Source: an optimization exercise on an open RTL-to-GDS flow (aim: small area, a short achievable clock period and few clock cycles). Production flows keep margins and buffers that such runs may drop. Function was checked by simulation only, so behaviour that the tests miss may differ from the original. Power figures rest on the tool's default switching activity, not on a simulated workload.

[flow/flow/run.sh]
#!/bin/bash
set -euo pipefail
export SETUP_SLACK_MARGIN=6.6
export TNS_END_PERCENT=100
bash standard.sh > standard_flow.log 2>&1
[flow/standard.sh]
#!/bin/bash
# synth_recipe.tcl (not shown) runs the flow's synth.tcl, then flattens the netlist and writes it again
# the make line also repeats each setting of config.mk as NAME=value (left out here)
make -C /OpenROAD-flow-scripts/flow DESIGN_CONFIG=/design/flow/config.mk WORK_HOME=/design/flow/orfs CLKGATE_MAP_FILE= SYNTH_SCRIPT=/design/flow/synth_recipe.tcl "${@:-finish}"
[flow/config.mk]
export PLATFORM = sky130hd
export DESIGN_NAME = multi_core_wb
export DESIGN_NICKNAME = multi_core_wb
export VERILOG_FILES = /design/flow/design.v
export SDC_FILE = /design/flow/constraint.sdc
export NUM_CORES = 4
export LEC_CHECK = 0
export CAP_MARGIN = 20
export CORE_MARGIN = 2
export CORE_UTILIZATION = 60
export CTS_BUF_LIST = sky130_fd_sc_hd__clkbuf_8
export CTS_CLUSTER_DIAMETER = 40
export CTS_CLUSTER_SIZE = 16
export PLACE_DENSITY = 0.7
export SLEW_MARGIN = 20
[flow/constraint.sdc]
create_clock -name core_clock -period 10.0 [get_ports {clk}]
set_input_delay 2.0000 -clock core_clock [delete_from_list [all_inputs] [get_ports {clk}]]
set_output_delay 2.0000 -clock core_clock [all_outputs]
set_load 0.01 [all_outputs]
[flow/design.v]
module multi_core_wb #(
    parameter N = 2,
    parameter IMG_SIZE = 64,
    parameter OUTPUT_SIZE = 32
)(
    input clk,
    input rst,
    input         i_wb_cyc,
    input         i_wb_stb,
    input         i_wb_we,
    input  [3:0]  i_wb_sel,
    input  [31:0] i_wb_addr,
    input  [31:0] i_wb_data,
    output reg [31:0] o_wb_data,
    output reg        o_wb_ack,
    output reg        o_wb_stall
);
reg [3:0] cnt;    
reg [2:0] cc;     
always @(posedge clk) begin
  if (rst) begin
    cnt <= 4'd7;
    cc  <= 3'd6;
  end else begin
    cnt <= cnt + 4'd1;
    cc  <= cnt[2:0];
  end
end
wire [3:0] cnt_n = cnt + 4'd1;
reg  stall_i, w_hold;
wire req       = i_wb_cyc & i_wb_stb & ~stall_i;
wire a9        = i_wb_addr[9];
wire acc_pix   = req &  i_wb_we & ~a9;
wire acc_start = req &  i_wb_we &  a9;
wire acc_stat  = req & ~i_wb_we &  a9;
reg       busy;       
reg       done_flag;  
reg       st_wait;    
reg       waitst;     
reg       act;        
reg [1:0] rv;         
wire finish        = act & (rv == 2'd3) & (cc == 3'd1);
wire start_pending = acc_start | waitst;
wire hold_stat     = acc_stat & busy & ~finish;
wire st_wait_n     = hold_stat | (st_wait & ~finish);
always @(posedge clk) begin
  if (rst) begin
    busy      <= 1'b0;
    done_flag <= 1'b0;
    st_wait   <= 1'b0;
    waitst    <= 1'b0;
    act       <= 1'b0;
  end else begin
    busy      <= (busy | acc_start) & ~finish;
    done_flag <= acc_start ? 1'b0 : (done_flag | finish);
    st_wait   <= st_wait_n;
    waitst    <= start_pending & (cc != 3'd7);
    act       <= act_n;
  end
end
wire       act_n = (start_pending & (cc == 3'd7)) | (act & ~finish);
wire [1:0] rv_n  = !act ? 2'd0 : (cc == 3'd7) ? rv + 2'd1 : rv;
always @(posedge clk) rv <= rv_n;
reg        w_pend;
reg        w_core;
reg [1:0]  w_pair;    
reg [3:0]  w_slot;    
reg [31:0] w_data;
wire ins_now  = w_pend & (w_slot == cnt);
wire w_pend_n = stall_i ? (w_pend & ~ins_now) : acc_pix;
wire [3:0] w_slot_n = w_hold ? w_slot : i_wb_addr[3:0];
wire w_mis_n  = w_slot_n != cnt_n;
always @(posedge clk) begin
  if (!w_hold) begin
    w_core <= i_wb_addr[8];
    w_pair <= i_wb_addr[5:4];
    w_slot <= i_wb_addr[3:0];
    w_data <= i_wb_data;
  end
end
always @(posedge clk) begin
  if (rst) begin
    w_pend     <= 1'b0;
    w_hold     <= 1'b0;
    stall_i    <= 1'b0;
    o_wb_stall <= 1'b0;
    o_wb_ack   <= 1'b0;
  end else begin
    w_pend     <= w_pend_n;
    w_hold     <= w_pend_n & w_mis_n;
    stall_i    <= (st_wait_n | w_pend_n) & (st_wait_n | w_mis_n);
    o_wb_stall <= st_wait_n | (w_pend_n & w_mis_n);
    o_wb_ack   <= (req & ~hold_stat) | (st_wait & finish);
  end
end
wire [31:0] tap [0:15];    
genvar k, i;
generate
for (k = 0; k < 2; k = k + 1) begin : core_mem
  for (i = 0; i < 4; i = i + 1) begin : pair
    reg [511:0] r;
    wire ins = ins_now & (w_core == k) & (w_pair == i);
    always @(posedge clk)
      r <= {r[479:0], ins ? w_data : r[511:480]};
    assign tap[8*k + 2*i]     = r[31:0];
    assign tap[8*k + 2*i + 1] = r[287:256];
  end
end
endgenerate
wire [31:0] pred [0:1];
wire f_en_c  = act & ((cc == 3'd5) | (cc == 3'd7) | ((cc == 3'd1) & (rv != 2'd0)));
wire f_clr_c = (rv == 2'd0) & (cc == 3'd5);
wire [2:0] cc_n = cnt[2:0];
generate
for (k = 0; k < 2; k = k + 1) begin : core
  localparam P = (k == 1);
  reg       oh0, oh1;    
  reg [1:0] rb;          
  reg       x2u;         
  reg       x2v;         
  reg       eclr, oclr;  
  reg       fso;         
  always @(posedge clk) begin
    oh0  <= (rv_n == 2'd0) ^ P;
    oh1  <= (rv_n == 2'd1) ^ P;
    rb   <= rv_n ^ {2{P}};
    x2u  <= (cc_n[0] ^ cc_n[1]) ^ P;
    x2v  <= P ? ~((cc_n == 3'd0) | (cc_n == 3'd3) | (cc_n == 3'd4))
              :  ((cc_n == 3'd3) | (cc_n == 3'd4));
    eclr <= ((cnt[2:0] == 3'd1) | (cnt[2:0] == 3'd5)) ^ P;
    oclr <= (cnt[2:0] == 3'd3) ^ P;
    fso  <= (cnt[2:0] == 3'd7) ^ P;
  end
  wire s0 = oh0 ^ P;
  wire s1 = oh1 ^ P;
  wire [1:0] r = rb ^ {2{P}};
  wire [31:0] q0 = s0 ? tap[8*k+0] : s1 ? tap[8*k+2] : tap[8*k+4];
  wire [31:0] q1 = s0 ? tap[8*k+1] : s1 ? tap[8*k+3] : tap[8*k+5];
  wire [31:0] q2 = r[1] ? tap[8*k+6] : r[0] ? tap[8*k+4] : tap[8*k+2];
  wire [31:0] q3 = r[1] ? tap[8*k+7] : r[0] ? tap[8*k+5] : tap[8*k+3];
  wire [31:0] n0 = ~q0;
  wire [31:0] n1 = ~q1;
  wire [31:0] s1v = q2 ^ q3 ^ n0;
  wire [31:0] m1  = (q2 & q3) | (q2 & n0) | (q3 & n0);
  wire [31:0] c1  = {m1[30:0], 1'b1};
  wire [31:0] ts  = s1v ^ c1 ^ n1;
  wire [31:0] m2  = (s1v & c1) | (s1v & n1) | (c1 & n1);
  wire [31:0] tc  = {m2[30:0], 1'b1};
  wire wu = x2u ^ P;
  wire wv = P ? ~x2v : x2v;
  reg  [31:0] us, uc, vs, vc;
  always @(posedge clk) begin
    us <= wu ? {ts[30:0], 1'b0} : ts;
    uc <= wu ? {tc[30:0], 1'b0} : tc;
    vs <= wv ? {ts[30:0], 1'b0} : ts;
    vc <= wv ? {tc[30:0], 1'b0} : tc;
  end
  reg  [31:0] E, O;
  wire [31:0] ea  = (eclr ^ P) ? 32'd0 : E;
  wire [31:0] oa  = (oclr ^ P) ? 32'd0 : O;
  wire [31:0] es  = ea ^ us ^ uc;
  wire [31:0] em  = (ea & us) | (ea & uc) | (us & uc);
  wire [31:0] os  = oa ^ vs ^ vc;
  wire [31:0] om  = (oa & vs) | (oa & vc) | (vs & vc);
  always @(posedge clk) begin
    E <= es + {em[30:0], 1'b0};
    O <= os + {om[30:0], 1'b0};
  end
  reg  [31:0] F;
  wire [31:0] X   = (fso ^ P) ? O : E;
  wire [31:0] sum = (f_clr_c ? 32'd0 : F) + {{2{X[31]}}, X[31:2]};
  always @(posedge clk) begin
    if (f_en_c) F <= sum;
  end
  assign pred[k] = F[31] ? 32'd0 : F;
end
endgenerate
always @(posedge clk) begin
  if (st_wait)  o_wb_data <= 32'd1;
  else if (a9)  o_wb_data <= {31'b0, done_flag | finish};
  else          o_wb_data <= pred[i_wb_addr[0]];
end
endmodule
==> impl_summary.log, run 1 <==
[metrics] CP Data Arrival Time: around 1.6 ns
[metrics] routed wire length: 240000 um
[metrics] leakage power: 59.0 nW
[metrics] share of synthesized cell area in full adder, half adder and majority cells: around 6%
[metrics] post-route setup TNS: 0 ns
[metrics] top area cells in the synthesized netlist: dfxtp_1 73%, mux2_2 4.9%, fa_1 4.1%
[metrics] share of flip-flops with an asynchronous set or reset: 0%
[metrics] Critical Path Source: o_wb_data[0]
[metrics] Fill cells: 14100
[metrics] critical setup path kind: flop to primary output
[metrics] combinational family with the most area after synthesis: multiplexers
[metrics] overall fraction of global-route tracks in use: 22.7%
[metrics] Hold Path Class: flop to flop
[metrics] fraction of synthesized area in multiplexers: 7.09%
[metrics] Max-cap violations: 0
[metrics] TritonCTS clock tree: done
[metrics] largest buffer count on any clock path: 4
[metrics] horizontal die dimension: 459 um
[metrics] per-instance average area after synthesis: ~14 sq um
[metrics] DRC violation count after routing: 0
[metrics] estimated wirelength of the detail-placed design: 151000 um
[metrics] RSZ-0062 raised after global routing: true
[metrics] Hold Crit Start: core_mem[0].pair[1].r[206]
[metrics] area of the die: 0.211 sq mm
[metrics] share of the clock period used by the worst path: a little over a third
[metrics] highest attainable clock frequency: between 200 and 300 MHz
[metrics] peak supply drop: 0.210 mV
[metrics] cells along the critical path: buf_6
[metrics] Routed WL per cell: 19.7 um
[metrics] cell type group with the largest total delay on the critical path: flip-flops
[metrics] Final #Nets: 9634
[metrics] synth-to-layout area growth: 13.5%
[metrics] most used standard cells in the synthesized netlist: 4550 x dfxtp_1, 546 x inv_1, 541 x mux2_2
[metrics] sequential element share of the synthesized area: 75.6%
[metrics] type of element launching the critical path: flop
[metrics] Yosys warnings: 1
[metrics] reg-to-reg slack, setup: 6.46 ns
[metrics] starting density of the core: 60.2%
[metrics] layout cell share with drive strength beyond 1: 19.0%
[metrics] number of nets in the synthesized netlist: 9180
[metrics] slew at the pin closest to its max-slew limit: 1.07 ns
[metrics] CP endpoint kind: primary output
[metrics] maximum single-stage delay on the critical path: 0.37 ns
[metrics] Max FO, Critical Path: 1
[metrics] fin. max-slew vios: 0
[metrics] first-pass GRT wire length: between 300000 and 400000 um
[metrics] Reg2Reg Depth: 15
[metrics] total core area: 0.207 sq mm
[metrics] terminus of the critical flop-to-flop path: core[0].E[25]
[metrics] outcome: complete, no violations
[metrics] maximum number of pins on one net before global-route repair: between 90 and 100
[metrics] last weighted congestion value of the routability-driven placer: 0.898
[metrics] First DRT Iteration DRCs: 3443
[metrics] detail-routed via count per cell: 4.93
[metrics] CTS clk-pin slew, worst paths: 0.09 ns
[metrics] number of vias after detailed routing: roughly 60000
[metrics] count of flip-flops with a built-in enable after synthesis: between 90 and 100
[metrics] Min Hold Slack: 0.278 ns
[metrics] Port-buffer cells: 77
[metrics] XOR/XNOR Fraction of Synth Area: approximately 1.4%
[metrics] slowest library cell on the worst path: dfxtp_2
[metrics] number of distinct library cells after synthesis: between 70 and 80
[metrics] biggest area consumer among synthesized cells: dfxtp_1
[metrics] Post-Syn Instances: 8664
[metrics] overall overflow remaining after global route: 0
[metrics] Slew headroom: 28.4%
[metrics] most instantiated library cell after synthesis: dfxtp_1
[metrics] post-synthesis register bit count: 4649
[metrics] Placement Rows: roughly 170
[metrics] Worst Path Required: 8.00 ns
[metrics] Power Density: 290 mW/mm^2
[metrics] fraction of the mapped netlist area in compound gates: 4.19%
[metrics] final setup fails: 0
[metrics] Critical Path Sink: o_wb_data[0]
[metrics] worst skew pair latency: roughly 1.1 ns
[metrics] H-Tree Depth: 5
[metrics] count of endpoints failing hold in the final timing report: 0
[metrics] I/O pin cnt: 107
[metrics] antenna violations before repair: 14
[metrics] number of antenna-violating nets in the routed design: 0
[metrics] clk_skew: 0.0715 ns
[metrics] worst path bufs/invs: 1
[metrics] combined area of all synthesized cells: 0.124 sq mm
[metrics] instance count on the critical path: 1
[metrics] clk root buf: clkbuf_8
[metrics] number of global-route vias before repair: 61500
[metrics] minimum clock period: 3.60 ns
[metrics] basic-gate share of the synthesized area counting and, or, nand and nor cells: 3.43%
[metrics] die boundary height: 459 um
[metrics] Num Clock Sinks: 4649
[metrics] R2R Path Start: core[0].eclr
[metrics] First-pass DRT Iterations: 6
[metrics] number of buffers created by CTS: 455
[metrics] share of the synthesized area in the top cell type: approximately 73%
[metrics] predominant post-synthesis flop cell: dfxtp_1
[layer usage]
| metal | global-route usage [%] | routed length (um) | vias up |
|---|---|---|---|
| met1 | 32.2 | 114000 | 29200 |
| met2 | 35.1 | 107000 | 1246 |
| li1 | - | - | 29100 |
| met5 | 0 | 13 | - |
| met4 | 9.32 | 8990 | 2 |
| met3 | 3.69 | 10300 | 363 |
[stage by stage]
stage	power, mW	std cells	util, %	worst slack, ns	cell area [sq um]
global route	42.8	12200	68.4	6.30	141000
global placement	27.0	11300	62.0	5.19	128000
CTS	40.3	12100	67.8	6.25	140000
finish	41.0	12200	68.4	6.40	141000
detailed placement	27.1	11300	62.0	5.30	128000
floorplan	25.3	8664	-	6.60	125000
[flip-flops by register name, indices dropped and copies added (netlist names), 2 cells and up]
signal and flops:
o_wb_data 31, w_data 32, w_slot 4, core.x2u 2
w_pair 2, core.vc 64, cc 3, core.O 64
core_mem.pair.r 4096, core.fso 2, core.us 64, core.vs 64
cnt 4, core.E 64, core.F 64, core.oh0 2
core.eclr 2, core.oclr 2, core.uc 64, core.rb 4
core.oh1 2, core.x2v 2
[report_power, final]
part	switching (mW)	total (mW)	leakage [nW]	internal [mW]
combinational	4.98	8.85	16.0	3.87
clock	6.63	12.7	5.32	6.07
sequential	0.286	19.4	37.7	19.1
total	11.9	41.0	59.0	29.1
[cell usage in the layout, fill, tap and decap left out, types with 21 or more instances in the layout]
cell type,instances
dfxtp_1,4511
inv_1,574
mux2_2,541
clkbuf_8,494
nand2_1,318
nor2_1,275
mux2i_1,273
a21oi_1,265
fa_1,244
o21ai_0,199
xnor2_1,124
ha_1,119
edfxtp_1,99
buf_4,98
a21o_1,94
nand2b_1,76
xor2_1,70
and2_1,64
bufinv_16,47
clkinv_4,45
clkdlybuf4s50_1,44
ha_4,41
a21oi_2,40
inv_6,38
clkinv_2,37
clkinvlp_4,36
nand3_1,35
buf_6,35
nand4_1,34
a22oi_1,32
ha_2,31
clkinv_8,29
inv_8,27
o21bai_1,25
dfxtp_2,25
o21a_1,22
o21ai_2,21
[cells by family (layout without fill, tap and decap cells)]
| kind of cell | count (synthesis) | in the layout |
|---|---|---|
| adders and majority gates | 443 | 443 |
| and+or+nand+nor | 936 | 936 |
| DFF | 4649 | 4649 |
| muxes | 814 | 814 |
| other | 1 | 3 |
| AOI/OAI and AO/OA | 857 | 857 |
| buffers and inverters | 768 | 1562 |
| xor gates and xnor gates | 196 | 196 |
[worst min-delay path by stage]
stage | endpoint | slack (ns) | cells after the start
2_1_floorplan | core_mem[0].pair[0].r[100] | 0.31 | 0
3_3_place_gp | core_mem[0].pair[0].r[345] | 0.31 | 0
3_5_place_dp | core_mem[0].pair[0].r[498] | 0.31 | 0
4_1_cts | core_mem[1].pair[0].r[72] | 0.26 | 0
5_1_grt | core_mem[1].pair[0].r[72] | 0.28 | 0
6_report | core_mem[0].pair[1].r[238] | 0.28 | 0
[area by class of cell]
type / instances / area, sq um / area share, %
sequential: 4649 / 94100 / 66.7
clock buffer: 494 / 6800 / 4.81
multi-input combinational: 3247 / 29000 / 20.6
timing repair buffer: 219 / 2250 / 1.59
clock inverter: 303 / 3580 / 2.53
antenna: 2 / 5.00 / 0.00354
tap: 2704 / 3380 / 2.40
inverter: 546 / 2050 / 1.45
[timing repair]
action	4_1_cts	5_1_grt
hold buffers	0	0
gates resized for setup	338	212
buffers inserted	73	31
endpoints found under the setup margin	326	138
pin swaps	65	87
gates cloned	4	0
Testbench counts, summed over its fixed seeds: cycles 7,736.
==> run 2, diff against run 1 <==
==> flow/run.sh (new file) <==
#!/bin/bash
# synth_recipe.tcl (not shown) runs the flow's synth.tcl, then flattens the netlist and writes it again
# the make line also repeats each setting of config.mk as NAME=value (left out here)
make -C /OpenROAD-flow-scripts/flow DESIGN_CONFIG=/design/flow/config.mk WORK_HOME=/design/flow/orfs CLKGATE_MAP_FILE= SYNTH_SCRIPT=/design/flow/synth_recipe.tcl finish
--- a/flow/config.mk
+++ b/flow/config.mk
@@ -12,4 +12,5 @@
 export CTS_CLUSTER_DIAMETER = 40
 export CTS_CLUSTER_SIZE = 16
 export PLACE_DENSITY = 0.7
+export SETUP_SLACK_MARGIN = 5
 export SLEW_MARGIN = 20
removed: flow/flow/run.sh
removed: flow/standard.sh
==> run 2 against run 1 <==
Compared with the run above: register-to-register slack got worse by 1.1 ns; utilization decreased by 1.6 points; wire length decreased by 5.0%; global-route usage is 1.1 points lower; synthesized cell count unchanged; setup slack worse by 1.1 ns; first-iteration DRC count grew 2.1%; critical path type is now flop to flop; critical endpoint is now core[0].O[29]; largest power group unchanged.
==> impl_summary.log, run 2 <==
[metrics] outcome: complete, no violations (unchanged)
[metrics] share of the synthesized area in the top cell type: 73.2% (unchanged)
[metrics] critical setup path kind: flop to flop (was flop to primary output)
[metrics] routed wire length: 228000 um (was 240000 um)
[metrics] cell area reported after detailed placement: 0.128 sq mm (about the same)
[metrics] peak supply drop: 0.226 mV (was 0.210 mV)
[metrics] clk_skew: 0.109 ns (was 0.0715 ns)
[metrics] overall overflow remaining after global route: 0 (unchanged)
[metrics] Hold Path Class: flop to flop (unchanged)
[metrics] starting density of the core: 60.2% (unchanged)
[metrics] minimum clock period: 4.68 ns (was 3.60 ns)
[metrics] highest attainable clock frequency: 214 MHz (was 277 MHz)
[metrics] first-pass GRT wire length: 348000 um (was 362000 um)
[metrics] I/O pin cnt: 107 (unchanged)
[metrics] biggest area consumer among synthesized cells: dfxtp_1 (unchanged)
[metrics] detail-routed via count per cell: 4.91 (was 4.93)
[metrics] CP endpoint kind: flop (was primary output)
[metrics] clk root buf: clkbuf_8 (unchanged)
[metrics] worst path bufs/invs: 2 (was 1)
[metrics] Power Density: 281 mW/mm^2 (was 290 mW/mm^2)
[metrics] Placement Rows: 167 (unchanged)
[metrics] count of flip-flops with a built-in enable after synthesis: 99 (unchanged)
[metrics] fin. max-slew vios: 0 (unchanged)
[metrics] number of global-route vias before repair: 59800 (was 61500)
[metrics] combinational family with the most area after synthesis: multiplexers (unchanged)
[metrics] Top reg by flops: core_mem.pair.r (unchanged)
[metrics] type of element launching the critical path: flop (unchanged)
[metrics] most instantiated library cell after synthesis: dfxtp_1 (unchanged)
[metrics] per-instance average area after synthesis: 14.4 sq um (unchanged)
[metrics] DRC violation count after routing: 0 (unchanged)
[metrics] antenna violations before repair: 14 (unchanged)
[metrics] final instance area: 0.138 sq mm (was 0.141 sq mm)
[metrics] CP Data Arrival Time: 5.64 ns (was 1.60 ns)
[metrics] core occupancy in the finished layout: 66.7% (was 68.4%)
[metrics] share of flip-flops with an asynchronous set or reset: 0% (unchanged)
[metrics] cells along the critical path: buf_4 > nand2b_1 > fa_1 > inv_1 > ha_1 > fa_1 > a21o_1 > a211oi_1 > o31ai_1 > a221oi_2 > nor2_1 > a31oi_1 > o221ai_1 > xnor2_1 (was buf_6)
[metrics] basic-gate share of the synthesized area counting and, or, nand and nor cells: 3.43% (unchanged)
[metrics] Slew headroom: 21.9% (was 28.4%)
[metrics] Post-Syn Instances: 8664 (unchanged)
[metrics] estimated wirelength of the detail-placed design: 150000 um (was 151000 um)
[metrics] Worst Path Required: 10.96 ns (was 8.00 ns)
[metrics] most numerous cell on the critical path: fa_1
[metrics] TritonCTS clock tree: done (unchanged)
[metrics] predominant post-synthesis flop cell: dfxtp_1 (unchanged)
[metrics] die boundary height: 459 um (unchanged)
[metrics] layout cell share with drive strength beyond 1: 14.3% (was 19.0%)
[metrics] area of the die: 0.211 sq mm (unchanged)
[metrics] H-Tree Depth: 5 (unchanged)
[metrics] fraction of synthesized area in multiplexers: 7.09% (unchanged)
[metrics] number of nets in the synthesized netlist: 9180 (unchanged)
[metrics] number of vias after detailed routing: 59000 (was 60000)
[metrics] Port-buffer cells: 77 (unchanged)
[metrics] met2 layer usage reported by global route: 33.7% (was 35.1%)
[metrics] number of buffers created by CTS: 442 (was 455)
[metrics] count of endpoints failing hold in the final timing report: 0 (unchanged)
[metrics] maximum number of pins on one net before global-route repair: 73 (was 97)
[metrics] total core area: 0.207 sq mm (unchanged)
[metrics] most frequent cells in the layout: 4537 x dfxtp_1, 592 x inv_1, 541 x mux2_2 (was 4511 x dfxtp_1, 574 x inv_1, 541 x mux2_2)
[metrics] final setup fails: 0 (unchanged)
[metrics] last weighted congestion value of the routability-driven placer: 0.930 (was 0.898)
[metrics] Yosys warnings: 1 (unchanged)
[metrics] top area cells in the synthesized netlist: dfxtp_1 73%, mux2_2 4.9%, fa_1 4.1% (unchanged)
[metrics] worst skew pair latency: 1.15 ns (was 1.13 ns)
[metrics] sequential element share of the synthesized area: 75.6% (unchanged)
[metrics] overall fraction of global-route tracks in use: 21.7% (was 22.7%)
[metrics] maximum single-stage delay on the critical path: 0.61 ns (was 0.37 ns)
[metrics] global routing's busiest layer: met2 (unchanged)
[metrics] horizontal die dimension: 459 um (unchanged)
[metrics] Routed WL per cell: 19.0 um (was 19.7 um)
[metrics] slew at the pin closest to its max-slew limit: 1.17 ns (was 1.07 ns)
[metrics] leakage power: 57.9 nW (was 59.0 nW)
[metrics] CTS clk-pin slew, worst paths: 0.09 ns (about the same)
[metrics] First DRT Iteration DRCs: 3516 (was 3443)
[metrics] cell type group with the largest total delay on the critical path: compound AO/OA/AOI/OAI gates (was flip-flops)
[metrics] number of antenna-violating nets in the routed design: 0 (unchanged)
[metrics] slowest library cell on the worst path: a221oi_2 (was dfxtp_2)
[metrics] XOR/XNOR Fraction of Synth Area: 1.38% (unchanged)
[metrics] combined area of all synthesized cells: 0.124 sq mm (unchanged)
[metrics] number of flip-flops under the largest register name: 4096 (unchanged)
[metrics] share of synthesized cell area in full adder, half adder and majority cells: 5.98% (unchanged)
[metrics] fraction of the mapped netlist area in compound gates: 4.19% (unchanged)
[metrics] number of distinct library cells after synthesis: 78 (unchanged)
[metrics] Num Clock Sinks: 4649 (unchanged)
[metrics] global-route track usage on met1: 30.9% (was 32.2%)
[metrics] largest buffer count on any clock path: 4 (unchanged)
[metrics] synth-to-layout area growth: 10.8% (was 13.5%)
[metrics] most frequent standard cell in the layout excluding fill and tap cells: dfxtp_1 (unchanged)
[metrics] most used standard cells in the synthesized netlist: 4550 x dfxtp_1, 546 x inv_1, 541 x mux2_2 (unchanged)
[metrics] Max FO, Critical Path: 32 (was 1)
[metrics] RSZ-0062 raised after global routing: false (was true)
[metrics] Max-cap violations: 0 (unchanged)
[metrics] share of the clock period used by the worst path: 46.8% (was 36.0%)
[metrics] post-route setup TNS: 0 ns (unchanged)
[metrics] met3 GRT Util: 3.57% (was 3.69%)
[metrics] First-pass DRT Iterations: 5 (was 6)
[metrics] Final #Nets: 9513 (was 9634)
[metrics] post-synthesis register bit count: 4649 (unchanged)
## run 2: final timing paths
kind	start	to	slack, ns	depth (start not counted)
worst min-delay path	core_mem[0].pair[0].r[223]	core_mem[0].pair[0].r[255]	0.25	0
worst min register to register	core_mem[0].pair[0].r[223]	core_mem[0].pair[0].r[255]	0.25	0
worst max register to register	core[0].oclr	core[0].O[29]	5.32	14
worst max-delay path	core[0].oclr	core[0].O[29]	5.32	14
## run 2: worst reg2reg max path, stage by stage, from the launching register on
cell and delay, ns:
dfxtp_1 0.30, buf_4 0.23, nand2b_1 0.23, fa_1 0.50, inv_1 0.04, ha_1 0.23, fa_1 0.48, a21o_1 0.20
a211oi_1 0.41, o31ai_1 0.27, a221oi_2 0.61, nor2_1 0.24, a31oi_1 0.44, o221ai_1 0.20, xnor2_1 0.16
## run 2: stage by stage
stage	setup slack, ns	std cells	hold slack, ns	power, mW
after floorplan	5.53	8664	0.310	25.3
after global placement	5.33	11300	0.310	26.7
after detailed placement	5.26	11300	0.312	26.9
after CTS	5.16	12000	0.244	39.0
after global routing	5.10	12000	0.242	40.7
final	5.32	12000	0.253	38.8
## run 2: timing repair
| item | in CTS | in global routing |
|---|---|---|
| resized for setup | 0 | 1 |
| hold buffers | 0 | 0 |
| setup endpoints to repair | 0 | 3 |
| setup buffers | 0 | 1 |
## run 2: cell type report
| type | instances | area [sq um] |
|---|---|---|
| fillers | 14600 | 68800 |
| repair buffers | 111 | 1050 |
| multi-input cells | 3247 | 27500 |
| clock inverters | 282 | 3190 |
| flip-flops and latches | 4649 | 94100 |
| diodes | 12 | 30.0 |
| well taps | 2704 | 3380 |
| inverters | 546 | 2050 |
| clock buffers | 475 | 6540 |
## run 2: kinds of logic (layout without fill, tap and decap cells)
family | after synthesis | count (layout)
other cells | 1 | 13
buf+inv | 768 | 1414
compound gates | 857 | 857
xor+xnor | 196 | 196
simple gates | 936 | 936
fa+ha+maj | 443 | 443
flops | 4649 | 4649
mux | 814 | 814
## run 2: per-layer routing
layer | share of wire [%] | routed length [um]
met4 | 3.2 | 7280
met3 | 4.2 | 9630
met5 | 0 | 0
met1 | 48 | 110000
met2 | 45 | 102000
## run 2: where the power goes
part           internal [mW]  total (mW)  switching, mW
combinational           3.06        7.23           4.18
sequential              19.1        19.4          0.269
clock                   5.82        12.2           6.37
==> run 3, diff against run 2 <==
==> flow/config.mk (replaced) <==
export PLATFORM = sky130hd
export DESIGN_NAME = multi_core_wb
export DESIGN_NICKNAME = multi_core_wb
export VERILOG_FILES = /design/flow/design.v
export SDC_FILE = /design/flow/constraint.sdc
export NUM_CORES = 4
export LEC_CHECK = 0
export ABC_CLOCK_PERIOD_IN_PS = 1500
export CAP_MARGIN = 20
export CORE_MARGIN = 2
export CORE_UTILIZATION = 50
export PLACE_DENSITY = 0.65
export SETUP_SLACK_MARGIN = 5
export SLEW_MARGIN = 20
==> run 3 against run 2 <==
Compared with the run above: clock power grew 36%; maximum frequency grew 3.8%; critical path depth did not move; clock skew decreased by 0.0034 ns; register-to-register slack gained 0.17 ns; non-clock buffer count up 3; worst hold slack gained 0.0011 ns; setup slack improved by 0.17 ns; global-route usage fell by 3.6 points; clock-buffer cell count rose by 104; critical path type unchanged; largest power group unchanged.
==> impl_summary.log, run 3 <==
[metrics] net switching power of the design: 11.1 mW (was 10.8 mW)
[metrics] per-instance average area after synthesis: 14.4 sq um (unchanged)
[metrics] largest buffer count on any clock path: 4 (unchanged)
[metrics] global routing's busiest layer: met2 (unchanged)
[metrics] Power Density: 301 mW/mm^2 (was 281 mW/mm^2)
[metrics] detail-routed via count per cell: 4.67 (was 4.91)
[metrics] top area cells in the synthesized netlist: dfxtp_1 73%, mux2_2 4.9%, fa_1 4.1% (unchanged)
[metrics] peak supply drop: 0.215 mV (was 0.226 mV)
[metrics] share of the clock period used by the worst path: 45.1% (was 46.8%)
[metrics] Routed WL per cell: 18.1 um (was 19.0 um)
[metrics] antenna violations before repair: 11 (was 14)
[metrics] Yosys warnings: 1 (unchanged)
[metrics] count of endpoints failing hold in the final timing report: 0 (unchanged)
[metrics] routed wire length: 229000 um (was 228000 um)
[metrics] Hold Crit Endpoint: core_mem[1].pair[1].r[183] (was core_mem[0].pair[0].r[255])
[metrics] Sw Ratio: 25.7% (was 27.9%)
[metrics] met3 GRT Util: 2.68% (was 3.57%)
[metrics] Top reg by flops: core_mem.pair.r (unchanged)
[metrics] number of vias after detailed routing: 59100 (was 59000)
[metrics] Num Clock Sinks: 4649 (unchanged)
[metrics] Reg2Reg Depth: 14 (unchanged)
[metrics] flip-flop and latch area: 0.0941 sq mm (about the same)
[metrics] horizontal die dimension: 503 um (was 459 um)
[metrics] number of cells traversed by the worst hold path: 0 (unchanged)
[metrics] highest attainable clock frequency: 222 MHz (was 214 MHz)
[metrics] global-route track usage on met1: 26.3% (was 30.9%)
[metrics] basic-gate share of the synthesized area counting and, or, nand and nor cells: 3.43% (unchanged)
[metrics] worst skew pair latency: 0.99 ns (was 1.15 ns)
[metrics] number of distinct library cells after synthesis: 78 (unchanged)
[metrics] most instantiated library cell after synthesis: dfxtp_1 (unchanged)
[metrics] number of nets in the synthesized netlist: 9180 (unchanged)
[metrics] first-pass GRT wire length: 353000 um (was 348000 um)
[metrics] count of flip-flops with a built-in enable after synthesis: 99 (unchanged)
[metrics] terminus of the critical flop-to-flop path: core[0].F[29] (was core[0].O[29])
[metrics] synth-to-layout area growth: 15.4% (was 10.8%)
[metrics] H-Tree Depth: 5 (unchanged)
[metrics] leakage power: 60.0 nW (was 57.9 nW)
[metrics] number of buffers created by CTS: 423 (was 442)
[metrics] Fill cells: 19200 (was 14600)
[metrics] reg-to-reg slack, setup: 5.49 ns (was 5.32 ns)
[metrics] CP Data Arrival Time: 5.19 ns (was 5.64 ns)
[metrics] share of flip-flops with an asynchronous set or reset: 0% (unchanged)
[metrics] most used standard cells in the synthesized netlist: 4550 x dfxtp_1, 546 x inv_1, 541 x mux2_2 (unchanged)
[metrics] XOR/XNOR Fraction of Synth Area: 1.38% (unchanged)
[metrics] overall overflow remaining after global route: 0 (unchanged)
[metrics] last weighted congestion value of the routability-driven placer: 0.881 (was 0.930)
[metrics] Port-buffer cells: 77 (unchanged)
[metrics] fraction of the mapped netlist area in compound gates: 4.19% (unchanged)
[metrics] met2 layer usage reported by global route: 27.9% (was 33.7%)
[metrics] Final #Nets: 9497 (was 9513)
[metrics] Max-cap violations: 0 (unchanged)
[metrics] slew at the pin closest to its max-slew limit: 1.09 ns (was 1.17 ns)
[metrics] number of antenna-violating nets in the routed design: 0 (unchanged)
[metrics] total internal power: 32.2 mW (was 28.0 mW)
[metrics] outcome: complete, no violations (unchanged)
[metrics] combinational family with the most area after synthesis: multiplexers (unchanged)
[metrics] multi-input logic area: 0.0275 sq mm (about the same)
[metrics] overall fraction of global-route tracks in use: 18.1% (was 21.7%)
[metrics] count of hold buffers inserted by post-cts repair: 0 (unchanged)
[metrics] minimum clock period: 4.51 ns (was 4.68 ns)
[metrics] combinational share of power: 16.7% (was 18.6%)
[metrics] area of the die: 0.253 sq mm (was 0.211 sq mm)
[metrics] combined area of all synthesized cells: 0.124 sq mm (unchanged)
[metrics] biggest area consumer among synthesized cells: dfxtp_1 (unchanged)
[metrics] RSZ-0062 raised after global routing: false (unchanged)
[metrics] share of synthesized cell area in full adder, half adder and majority cells: 5.98% (unchanged)
[metrics] share of the synthesized area in the top cell type: 73.2% (unchanged)
[metrics] estimated wirelength of the detail-placed design: 146000 um (was 150000 um)
[metrics] First-pass DRT Iterations: 6 (was 5)
[metrics] starting density of the core: 50.2% (was 60.2%)
[metrics] total core area: 0.248 sq mm (was 0.207 sq mm)
[metrics] die boundary height: 503 um (was 459 um)
[metrics] predominant post-synthesis flop cell: dfxtp_1 (unchanged)
[metrics] Post-Syn Instances: 8664 (unchanged)
[metrics] First DRT Iteration DRCs: 3245 (was 3516)
[metrics] number of global-route vias before repair: 60400 (was 59800)
[metrics] critical setup path kind: flop to flop (unchanged)
[metrics] Hold Path Class: flop to flop (unchanged)
[metrics] clk root buf: clkbuf_16 (was clkbuf_8)
[metrics] maximum number of pins on one net before global-route repair: 83 (was 73)
[metrics] CP endpoint kind: flop (unchanged)
[metrics] post-route setup TNS: 0 ns (unchanged)
[metrics] final setup fails: 0 (unchanged)
[metrics] Placement Rows: 183 (was 167)
[metrics] most frequent cells in the layout: 4538 x dfxtp_1, 545 x inv_1, 541 x mux2_2 (was 4537 x dfxtp_1, 592 x inv_1, 541 x mux2_2)
[metrics] most frequent standard cell in the layout excluding fill and tap cells: dfxtp_1 (unchanged)
[metrics] Clock Power Share: 38.4% (was 31.4%)
[metrics] TritonCTS clock tree: done (unchanged)
[metrics] clk_skew: 0.105 ns (was 0.109 ns)
[metrics] core occupancy in the finished layout: 57.9% (was 66.7%)
[metrics] fraction of synthesized area in multiplexers: 7.09% (unchanged)
[metrics] number of flip-flops under the largest register name: 4096 (unchanged)
[metrics] I/O pin cnt: 107 (unchanged)
[metrics] DRC violation count after routing: 0 (unchanged)
[metrics] Hold Crit Start: core_mem[1].pair[1].r[151] (was core_mem[0].pair[0].r[223])
[metrics] power share of the sequential group: 44.9% (was 49.9%)
[metrics] R2R Path Start: core[0].rb[1] (was core[0].oclr)
[metrics] Worst Path Required: 10.68 ns (was 10.96 ns)
[metrics] Max FO, Critical Path: 64 (was 32)
[metrics] type of element launching the critical path: flop (unchanged)
[metrics] Slew headroom: 27.5% (was 21.9%)
[metrics] fin. max-slew vios: 0 (unchanged)
[metrics] post-synthesis register bit count: 4649 (unchanged)
[metrics] CTS clk-pin slew, worst paths: 0.07 ns (was 0.09 ns)
[metrics] sequential element share of the synthesized area: 75.6% (unchanged)
[metrics] layout cell share with drive strength beyond 1: 14.2% (was 14.3%)
[run 3: layer usage]
metal	up-vias	part of all wire, %
met3	402	3.8
met2	1082	44
met5	-	0
li1	28900	-
met1	28700	50
met4	0	2.8
[run 3: worst max-delay path: stages, from the launching register on]
cell and delay (ns):
dfxtp_4 0.76, inv_1 0.11, ha_1 0.22, nand4b_1 0.13, buf_6 0.38, and2_1 0.21, ha_1 0.19, nand2_1 0.12
o31ai_2 0.40, o2111ai_2 0.23, a21oi_1 0.22, o22ai_1 0.16, nor4_1 0.57, a221oi_1 0.24, xnor2_1 0.18
[run 3: worst max-delay path by stage]
stage	cells after the start	to	slack, ns	start
finish	14	core[0].F[29]	5.49	core[0].rb[1]
global route	14	core[1].F[25]	5.10	core[0].rb[1]
CTS	14	core[1].F[25]	5.19	core[0].rb[0]
detailed placement	14	core[0].F[29]	5.19	core[0].rb[0]
global placement	14	core[1].F[25]	5.28	core[0].rb[0]
floorplan	7	core[0].F[0]	5.53	core[0].rb[1]
[run 3: logic make-up after synthesis]
logic type,Yosys count
AND/OR/NAND/NOR,936
multiplexers,814
adder cells (fa/ha/maj),443
other,1
buffers and inverters,768
flip-flops,4649
AO/OA/AOI/OAI,857
XOR/XNOR,196
[run 3: through the flow]
step                      power, mW  cell area [sq um]  setup slack [ns]  cells  hold WS, ns
after floorplan                25.3             124000              5.53   8664        0.310
after global placement         26.8             129000              5.28  11900        0.310
after detailed placement       26.9             129000              5.19  11900        0.312
after CTS                      43.5             144000              5.19  12600        0.268
after global routing           45.2             144000              5.10  12600        0.276
final                          43.3             144000              5.49  12600        0.254
[run 3: area by class of cell]
class | instances | area share [%]
multi-input combinational | 3247 | 19.1
inverter | 546 | 1.43
clock inverter | 176 | 1.69
clock buffer | 579 | 8.56
timing repair buffer | 114 | 0.741
antenna | 7 | 0.0122
sequential | 4649 | 65.5
tap | 3330 | 2.90
[run 3: timing repair]
item	CTS	global route
setup buffers	0	1
gates resized for setup	0	1
setup endpoints to repair	0	7
hold endpoints to repair	0	0
[run 3: power by group through the flow]
stage / logic [mW] / clock network [mW] / registers (mW)
after global placement: 7.00 / 0 / 19.8
after floorplan: 5.58 / 0 / 19.7
after CTS: 7.18 / 17.0 / 19.4
after global routing: 8.07 / 17.7 / 19.4
after detailed placement: 7.11 / 0 / 19.8
final: 7.23 / 16.6 / 19.4

-- what the ideal ports hide --
The results above use ideal ports. As a check the final layouts listed here were re-extracted and re-timed, cells and wires unchanged.
Step 1 assumes that a clkbuf_16 drives the clock port and a buf_2 every other input.
Step 2 times the ports against the registers' clock, not the clock port: input delays grow and output delays shrink by t, the midpoint of the rising clock arrivals with the driver on.
Three values: ideal ports, drivers, drivers and shift; two values: the first two.
run | t (ns) | setup WS [ns] | cell pins on the clock port's net
run 1 | 1.183 | 6.395 / 6.313 / 5.582 | 1
run 2 | 1.183 | 5.321 / 5.321 / 5.321 | 1
run 3 | 1.034 | 5.494 / 5.494 / 5.494 | 1
After both steps setup and hold are still met in every run listed. For run 1, which loses most, drivers alone change the setup slack by -0.082 ns; drivers and shift together by -0.813 ns.
